This design comes from an exercise in tuning for small area on the open sky130 flow, not from production work.
At most, simulation tests tie the RTL to the original design; equivalence was not proved.
No activity file was given, so power comes from the tool's default toggle rates.

==> job 2432 <==
## physic
module physic (
    input wire clk,
    input wire rst_n,
    input wire en,
    input wire p1_move_left, p1_move_right, p1_jump, p1_smash,
    input wire p2_move_left, p2_move_right, p2_jump, p2_smash,
    input wire p1_cover,
    input wire p2_cover,
    output wire [9:0] p1_pos_x, p1_pos_y,
    output wire [9:0] p2_pos_x, p2_pos_y,
    output wire [9:0] ball_pos_x, ball_pos_y,
    output wire p1_is_smash,
    output wire p2_is_smash,
    output wire ball_is_smash,
    output reg game_over,
    output reg [1:0] winner,
    output wire valid
);
    function [1:0] fadd;    
        input a, b, ci;
        fadd = {(a & b) | (ci & (a ^ b)), a ^ b ^ ci};
    endfunction
    function bor;           
        input a, b, bi;
        bor = (~a & b) | (bi & (~a | b));
    endfunction
    wire [19:0] K5145 = 20'd5145;
    wire [19:0] K22528 = 20'd22528;
    reg  [4:0] c;
    wire busy  = |c;
    wire done  = c[4] & c[2];           
    wire run   = en | (busy & ~done);
    wire first = ~busy;
    wire last  = (c == 5'd19);
    always @(posedge clk or negedge rst_n)
        if (!rst_n) c <= 5'd0;
        else        c <= (run & ~last) ? {c[4] ^ (&c[3:0]), c[3] ^ (&c[2:0]), c[2] ^ (&c[1:0]), c[1] ^ c[0], ~c[0]} :
                         last ? 5'd20 : 5'd0;
    assign valid = done;
    reg [10:0] x1_r;  reg [14:0] y1_r;  reg [10:0] v1_r;  reg a1;
    reg [12:0] x2_r;  reg [14:0] y2_r;  reg [10:0] v2_r;  reg a2;
    reg [19:0] bx_r, by_r, vx_r, vy_r;
  ...
clock: 10.0 ns
lec_check: 0
abc_area: 0
abc_clock_period_in_ps: 100000
cap_margin: 20
core_margin: 2
core_utilization: 60
place_density: 0.7
slew_margin: 20
standard.sh (not shown) runs the stock make flow with config.mk's settings and CLKGATE_MAP_FILE= SYNTH_SCRIPT=/design/flow/synth_recipe.tcl, a recipe that flattens the netlist after the stock synthesis.
==> flow/flow/run.sh <==
#!/bin/bash
# Own layout flow: the standard flow (standard.sh, unchanged synthesis and steps), with
# the smallest buffer for the port buffers and clock tree synthesis without dummy loads.
set -euo pipefail
export BUFFER_PORTS_ARGS="-buffer_cell sky130_fd_sc_hd__buf_1"
export CTS_ARGS="-sink_clustering_enable -repair_clock_nets -dont_use_dummy_load -buf_list sky130_fd_sc_hd__clkbuf_4 -sink_clustering_size 10 -sink_clustering_max_diameter 35"
bash standard.sh > standard_flow.log 2>&1
==> inputs of job 1680, as changes to job 2432 <==
--- a/flow/design.v
+++ b/flow/design.v
@@ -33,39 +33,38 @@
     wire first = ~busy;
     wire last  = (c == 5'd19);
     always @(posedge clk or negedge rst_n)
         if (!rst_n) c <= 5'd0;
         else        c <= (run & ~last) ? {c[4] ^ (&c[3:0]), c[3] ^ (&c[2:0]), c[2] ^ (&c[1:0]), c[1] ^ c[0], ~c[0]} :
                          last ? 5'd20 : 5'd0;
     assign valid = done;
     reg [10:0] x1_r;  reg [14:0] y1_r;  reg [10:0] v1_r;  reg a1;
-    reg [12:0] x2_r;  reg [14:0] y2_r;  reg [10:0] v2_r;  reg a2;
+    reg [10:0] x2_r;  reg [14:0] y2_r;  reg [10:0] v2_r;  reg a2;
     reg [19:0] bx_r, by_r, vx_r, vy_r;
     reg [3:0]  cd;
     reg f_x1L, f_x1R, f_x2L, f_x2R, f_ld1, f_ld2;
     reg f_frp, f_frn, f_h1, f_h2, f_hd, f_sd;
     reg f_vyq, f_na, f_nb, f_wl, f_wr, f_fa, f_fb;
     wire f_nbt = ~f_na & f_nb, f_nbl = f_na & ~f_nb, f_nbr = f_na & f_nb;
     wire f_fl = f_fa, f_ce = ~f_fa & f_fb, f_wn = f_fb;
     assign p1_pos_x   = {2'b00, x1_r[10:3]};
     assign p1_pos_y   = {1'b0, y1_r[14:6]};
-    assign p2_pos_x   = x2_r[12:3];
+    assign p2_pos_x   = {2'b00, x2_r[10:3]} + 10'd320;    
     assign p2_pos_y   = {1'b0, y2_r[14:6]};
     assign ball_pos_x = bx_r[15:6];
     assign ball_pos_y = by_r[15:6];
     assign p1_is_smash   = f_h1 & p1_smash;
     assign p2_is_smash   = f_h2 & p2_smash;
     assign ball_is_smash = bsm_x | bsm_y;
     wire wx1 = (c[4] | (c[3] | (c[2] | (c[1] & c[0])))) & ~(c[4] | (c[3] & (c[2] & c[1])));
-    wire wx2 = (c[4] | (c[3] | (c[2] | (c[1] & c[0])))) & ~c[4];
     wire wy  = ~(c[4] | (c[3] & (c[2] & (c[1] & c[0]))));
     wire wv  = ~(c[4] | (c[3] & (c[2] | c[1])));
     wire ox1 = wx1 & x1_r[0];
-    wire ox2 = wx2 & x2_r[0];
+    wire ox2 = wx1 & x2_r[0];             
     wire oy1 = wy & y1_r[0];
     wire oy2 = wy & y2_r[0];
     wire ov1 = wv ? v1_r[0] : v1_r[10];
     wire ov2 = wv ? v2_r[0] : v2_r[10];
     wire obx = bx_r[0];
     wire oby = by_r[0];
     wire ovx = vx_r[0];
     wire ovy = vy_r[0];
@@ -85,27 +84,27 @@
     wire mvL1 = p1_move_left & f_x1L & ~mvR1;
     wire mvR2 = p2_move_right & f_x2R;
     wire mvL2 = p2_move_left & f_x2L & ~mvR2;
     wire js1  = p1_jump & ~a1;
     wire js2  = p2_jump & ~a2;
     wire ld1  = a1 & f_ld1;
     wire ld2  = a2 & f_ld2;
     reg [9:0] acy;
-    wire [19:0] M200 = 20'd200, M6400 = 20'd6400, M33280 = 20'd33280, M650 = 20'd650, M25 = 20'd25;
+    wire [19:0] M200 = 20'd200, M6400 = 20'd6400, M12800 = 20'd12800, M650 = 20'd650, M25 = 20'd25;
     wire [19:0] M1500 = 20'd1500, M1000 = 20'd1000, M999 = 20'd999, M666 = 20'd666, M320 = 20'd320;
     wire [19:0] M400 = 20'd400, M3 = 20'd3, M100 = 20'd100, M750 = 20'd750;
     wire [19:0] M28160 = 20'd28160, M7680 = 20'd7680, M15166 = 20'd15166, M20674 = 20'd20674;
-    wire [19:0] M2 = 20'd2, M35838 = 20'd35838, M7937 = 20'd7937, M1025 = 20'd1025, M4097 = 20'd4097;
-    wire [19:0] M4865 = 20'd4865, M3200 = 20'd3200, M1 = 20'd1, M25600 = 20'd25600, M5120 = 20'd5120;
+    wire [19:0] M2 = 20'd2, M35838 = 20'd35838, M7937 = 20'd7937, M1025 = 20'd1025, M24577 = 20'd24577;
+    wire [19:0] M15615 = 20'd15615, M3200 = 20'd3200, M1 = 20'd1, M25600 = 20'd25600, M5120 = 20'd5120;
     wire x1m = (game_over & M6400[c]) | (~game_over & (mvR1 | mvL1) & M200[c]);
     wire x1s = ~game_over & ~mvR1 & mvL1;
     wire [1:0] sx1 = fadd(~game_over & ox1, x1s ^ x1m, first ? x1s : acy[0]);
     wire nx1 = sx1[0];
-    wire x2m = (game_over & M33280[c]) | (~game_over & (mvR2 | mvL2) & M200[c]);
+    wire x2m = (game_over & M12800[c]) | (~game_over & (mvR2 | mvL2) & M200[c]);
     wire x2s = ~game_over & ~mvR2 & mvL2;
     wire [1:0] sx2 = fadd(~game_over & ox2, x2s ^ x2m, first ? x2s : acy[1]);
     wire nx2 = sx2[0];
     wire y1set = game_over | ld1;
     wire [1:0] sy1 = fadd(~y1set & oy1,
                           y1set ? K22528[c] : (a1 & ov1),
                           ~first & acy[2]);
     wire ny1 = sy1[0];
@@ -176,25 +175,25 @@
         {q28160, q7680, q15166, q20674, q2, q35838, q7937, q1024, q4097, q4864} = 10'd0;
         if (game_over) begin q28160 = (winner == 2'd1); q7680 = (winner != 2'd1); end
         else if (f_nbl) q15166 = 1'b1;
         else if (f_nbr) q20674 = 1'b1;
         else if (f_wl)  q2 = 1'b1;
         else if (f_wr)  q35838 = 1'b1;
         else if (body) begin
             bxA = hp1 ? 2'd2 : 2'd3;
-            bxS = ~sd;
+            bxS = hp1 & ~sd;
             if (hp1) begin q7937 = sd; q1024 = ~sd; end
             else     begin q4097 = sd; q4864 = ~sd; end
         end
         else begin bxA = 2'd1; bxV = 1'b1; end
     end
     wire bxM = (q28160 & M28160[c]) | (q7680 & M7680[c]) | (q15166 & M15166[c]) | (q20674 & M20674[c]) |
                (q2 & M2[c]) | (q35838 & M35838[c]) | (q7937 & M7937[c]) | (q1024 & M1025[c]) |
-               (q4097 & M4097[c]) | (q4864 & M4865[c]);
+               (q4097 & M24577[c]) | (q4864 & M15615[c]);
     wire abx = (bxA == 2'd1) ? obx : (bxA == 2'd2) ? ox1 : (bxA == 2'd3) ? ox2 : 1'b0;
     wire [1:0] sbx = fadd(abx, bxS ^ (bxV ? ovx : bxM), first ? bxS : acy[8]);
     wire nbx = sbx[0];
     reg [1:0] byA;    
     reg byV, byS;
     reg r3200, r1, r25600;
     always @* begin
         byA = 2'd0; byV = 1'b0; byS = 1'b0;
@@ -223,25 +222,25 @@
     reg [3:0] scy;
     wire e0 = nbx ^ nx1 ^ (~first & scy[0]);       
     wire e1 = nby ^ ny1 ^ (~first & scy[1]);       
     wire e2 = nbx ^ nx2 ^ (~first & scy[2]);       
     wire e3 = nby ^ ny2 ^ (~first & scy[3]);       
     wire e0h = nbx | scy[0], e1h = nby | scy[1], e2h = nbx | scy[2], e3h = nby | scy[3];
     reg [9:0] gq;
     wire [20:0] KM1024 = -21'd1024, K7936 = 21'd7936, K1536 = 21'd1536, KM5120 = -21'd5120;
-    wire [20:0] K8192 = 21'd8192, KM4864 = -21'd4864, K4096 = 21'd4096;
+    wire [20:0] K8192 = 21'd8192, K15616 = 21'd15616, K24576 = 21'd24576, K22016 = 21'd22016;
     wire g0 = (last ? maj(KM1024[20], ~e0h, bor(KM1024[c], e0, gq[0])) : bor(KM1024[c], e0, ~first & gq[0]));    
     wire g1 = (last ? maj(e0h, ~K7936[20], bor(e0, K7936[c], gq[1])) : bor(e0, K7936[c], ~first & gq[1]));     
     wire g2 = (last ? maj(K1536[20], ~e0h, bor(K1536[c], e0, gq[2])) : bor(K1536[c], e0, ~first & gq[2]));     
     wire g3 = (last ? maj(KM5120[20], ~e1h, bor(KM5120[c], e1, gq[3])) : bor(KM5120[c], e1, ~first & gq[3]));    
     wire g4 = (last ? maj(e1h, ~K8192[20], bor(e1, K8192[c], gq[4])) : bor(e1, K8192[c], ~first & gq[4]));     
-    wire g5 = (last ? maj(KM4864[20], ~e2h, bor(KM4864[c], e2, gq[5])) : bor(KM4864[c], e2, ~first & gq[5]));    
-    wire g6 = (last ? maj(e2h, ~K4096[20], bor(e2, K4096[c], gq[6])) : bor(e2, K4096[c], ~first & gq[6]));     
-    wire g7 = (last ? maj(K1536[20], ~e2h, bor(K1536[c], e2, gq[7])) : bor(K1536[c], e2, ~first & gq[7]));     
+    wire g5 = (last ? maj(K15616[20], ~e2h, bor(K15616[c], e2, gq[5])) : bor(K15616[c], e2, ~first & gq[5]));    
+    wire g6 = (last ? maj(e2h, ~K24576[20], bor(e2, K24576[c], gq[6])) : bor(e2, K24576[c], ~first & gq[6]));    
+    wire g7 = (last ? maj(K22016[20], ~e2h, bor(K22016[c], e2, gq[7])) : bor(K22016[c], e2, ~first & gq[7]));    
     wire g8 = (last ? maj(KM5120[20], ~e3h, bor(KM5120[c], e3, gq[8])) : bor(KM5120[c], e3, ~first & gq[8]));    
     wire g9 = (last ? maj(e3h, ~K8192[20], bor(e3, K8192[c], gq[9])) : bor(e3, K8192[c], ~first & gq[9]));     
     reg [2:0] cq;
     wire lst = last;
     wire [19:0] K400 = 20'd400, KM400 = -20'd400, KM512 = -20'd512;
     wire [19:0] K19200 = 20'd19200, K15168 = 20'd15168, K20672 = 20'd20672;
     wire [19:0] K1 = 20'd1, K35839 = 20'd35839, K25600 = 20'd25600, K20480 = 20'd20480;
     wire [19:0] K15360 = 20'd15360, K17920 = 20'd17920;
@@ -297,33 +296,33 @@
         gq <= {g9, g8, g7, g6, g5, g4, g3, g2, g1, g0};
         cq <= {c17, c16, c15};
     end
     localparam [19:0] R_X1 = 20'd6400, R_Y = 20'd22528, R_X2 = 20'd33280;
     localparam [19:0] R_BX = 20'd7680, R_BY = 20'd3200;
     always @(posedge clk or negedge rst_n) begin
         if (!rst_n) begin
             x1_r <= R_X1[13:3]; y1_r <= R_Y[14:0]; v1_r <= 11'd0; a1 <= 1'b0;
-            x2_r <= R_X2[15:3]; y2_r <= R_Y[14:0]; v2_r <= 11'd0; a2 <= 1'b0;
+            x2_r <= 11'd1600; y2_r <= R_Y[14:0]; v2_r <= 11'd0; a2 <= 1'b0;
             bx_r <= R_BX; by_r <= R_BY; vx_r <= 20'd0; vy_r <= 20'd0;
             cd <= 4'd0; game_over <= 1'b0; winner <= 2'd0;
             f_x1L <= 1'b1; f_x1R <= 1'b1; f_x2L <= 1'b1; f_x2R <= 1'b0;
             f_ld1 <= 1'b0; f_ld2 <= 1'b0;
             f_frp <= 1'b0; f_frn <= 1'b0; f_h1 <= 1'b0; f_h2 <= 1'b0;
             f_hd <= 1'b1; f_sd <= 1'b0;
             f_vyq <= 1'b1; f_na <= 1'b0; f_nb <= 1'b0;
             f_wl <= 1'b0; f_wr <= 1'b0; f_fa <= 1'b0; f_fb <= 1'b0;
         end else begin
             if (run) begin
                 bx_r <= {nbx, bx_r[19:1]};
                 by_r <= {nby, by_r[19:1]};
                 vx_r <= {nvx, vx_r[19:1]};
                 vy_r <= {nvy, vy_r[19:1]};
                 if (wx1) x1_r <= {nx1, x1_r[10:1]};
-                if (wx2) x2_r <= {nx2, x2_r[12:1]};
+                if (wx1) x2_r <= {nx2, x2_r[10:1]};
                 if (wy) begin
                     y1_r <= {ny1, y1_r[14:1]};
                     y2_r <= {ny2, y2_r[14:1]};
                 end
                 if (wv) begin
                     v1_r[9:0] <= {nv1, v1_r[9:1]};
                     v2_r[9:0] <= {nv2, v2_r[9:1]};
                 end
@@ -333,18 +332,18 @@
                 v2_r[10] <= nv2;
                 a1 <= ~game_over & (js1 | (a1 & ~f_ld1));
                 a2 <= ~game_over & (js2 | (a2 & ~f_ld2));
                 cd <= ~cdz ? {cd[3] ^ ~(|cd[2:0]), cd[2] ^ ~(|cd[1:0]), cd[1] ^ ~cd[0], ~cd[0]} : {4{f_h1 | f_h2}};
                 game_over <= ~game_over & f_fl;
                 winner <= f_fl ? (f_wn ? 2'd2 : 2'd1) : winner;
                 f_x1L <= |x1_r;
                 f_x1R <= ~(x1_r[10] & x1_r[9]);
-                f_x2L <= (x2_r[12] | (x2_r[11] & (x2_r[10] | (x2_r[9] & (x2_r[8] | (x2_r[7] | (x2_r[6] | (x2_r[5] | (x2_r[4] | (x2_r[3] | (x2_r[2] | (x2_r[1] | x2_r[0]))))))))))));
-                f_x2R <= ~x2_r[12];
+                f_x2L <= |x2_r;
+                f_x2R <= ~(x2_r[10] & x2_r[9]);
                 f_ld1 <= ({nv1, v1_r[9:0]} == 11'd675);
                 f_ld2 <= ({nv2, v2_r[9:0]} == 11'd675);
                 f_h1  <= hit1n;
                 f_h2  <= h2a & h2b & h2c & h2d;
                 f_hd  <= hit1n ? hd1n : hd2n;
                 f_sd  <= hit1n ? sd1n : sd2n;
                 f_frp <= c12;
                 f_frn <= c13;
==> notes <==
In job 2432 the design area is larger than in job 1680, by about 0.5%.
Sequential power is about the same in job 1680 and job 2432.
Register-to-register slack: job 2432 is worse than job 1680 (440 ps).
Clock power is about the same in job 1680 and job 2432.
Of job 2432 and job 1680, job 2432 has the higher sequential share of layout area (gap 0.19 points).
==> figures <==
metric                                                                 job 1680                 job 2432
Result of the run                                       complete, no violations  complete, no violations
Share of total power in sequential cells                                  36.1%                    36.3%
Mean number of vias per cell                                               5.81                     5.84
Logic inverters                                                              42                       40
Number of standard cells after synthesis                                  1,227                    1,218
First-pass GRT wire length                                            40,600 um                40,000 um
Worst setup path startpoint                                            p2_smash           c[1]$_DFF_PN0_
Total global routing track utilization                                    24.8%                    24.6%
Count of cell instances traversed by the critical path                       15                       18
GRT met3 Usage                                                            3.91%                    4.31%
GR Layer Usage met2                                                       37.7%                    39.8%
Internal power                                                          2.51 mW                  2.53 mW
The RTL of job 1680 was laid out without a check of its function.

static timing again, ports no longer ideal:
The results above use ideal ports. As a check the final layouts listed here were re-extracted and re-timed, cells and wires unchanged.
Step 1, drivers: a clkbuf_16 drives clk and a buf_2 each remaining input, both assumed.
Step 2 moves the port delays by t, midway between the first and last clock arrival at a register: inputs arrive t later, outputs are due t later. That takes back most of the time a late clock gives input paths.
Three values: ideal, step 1, step 2; two values: the first two.
run	t, ns	slack for setup (ns)	worst data-port slew with drivers (ns)
job 2432	0.633	4.024 / 4.024 / 3.839	0.06
job 1680	0.627	4.450 / 4.455 / 3.836	0.05
After both steps setup and hold are still met in every run listed. The setup slack of job 1680, which loses most, moves by +0.005 ns with the drivers and by -0.614 ns with both steps.
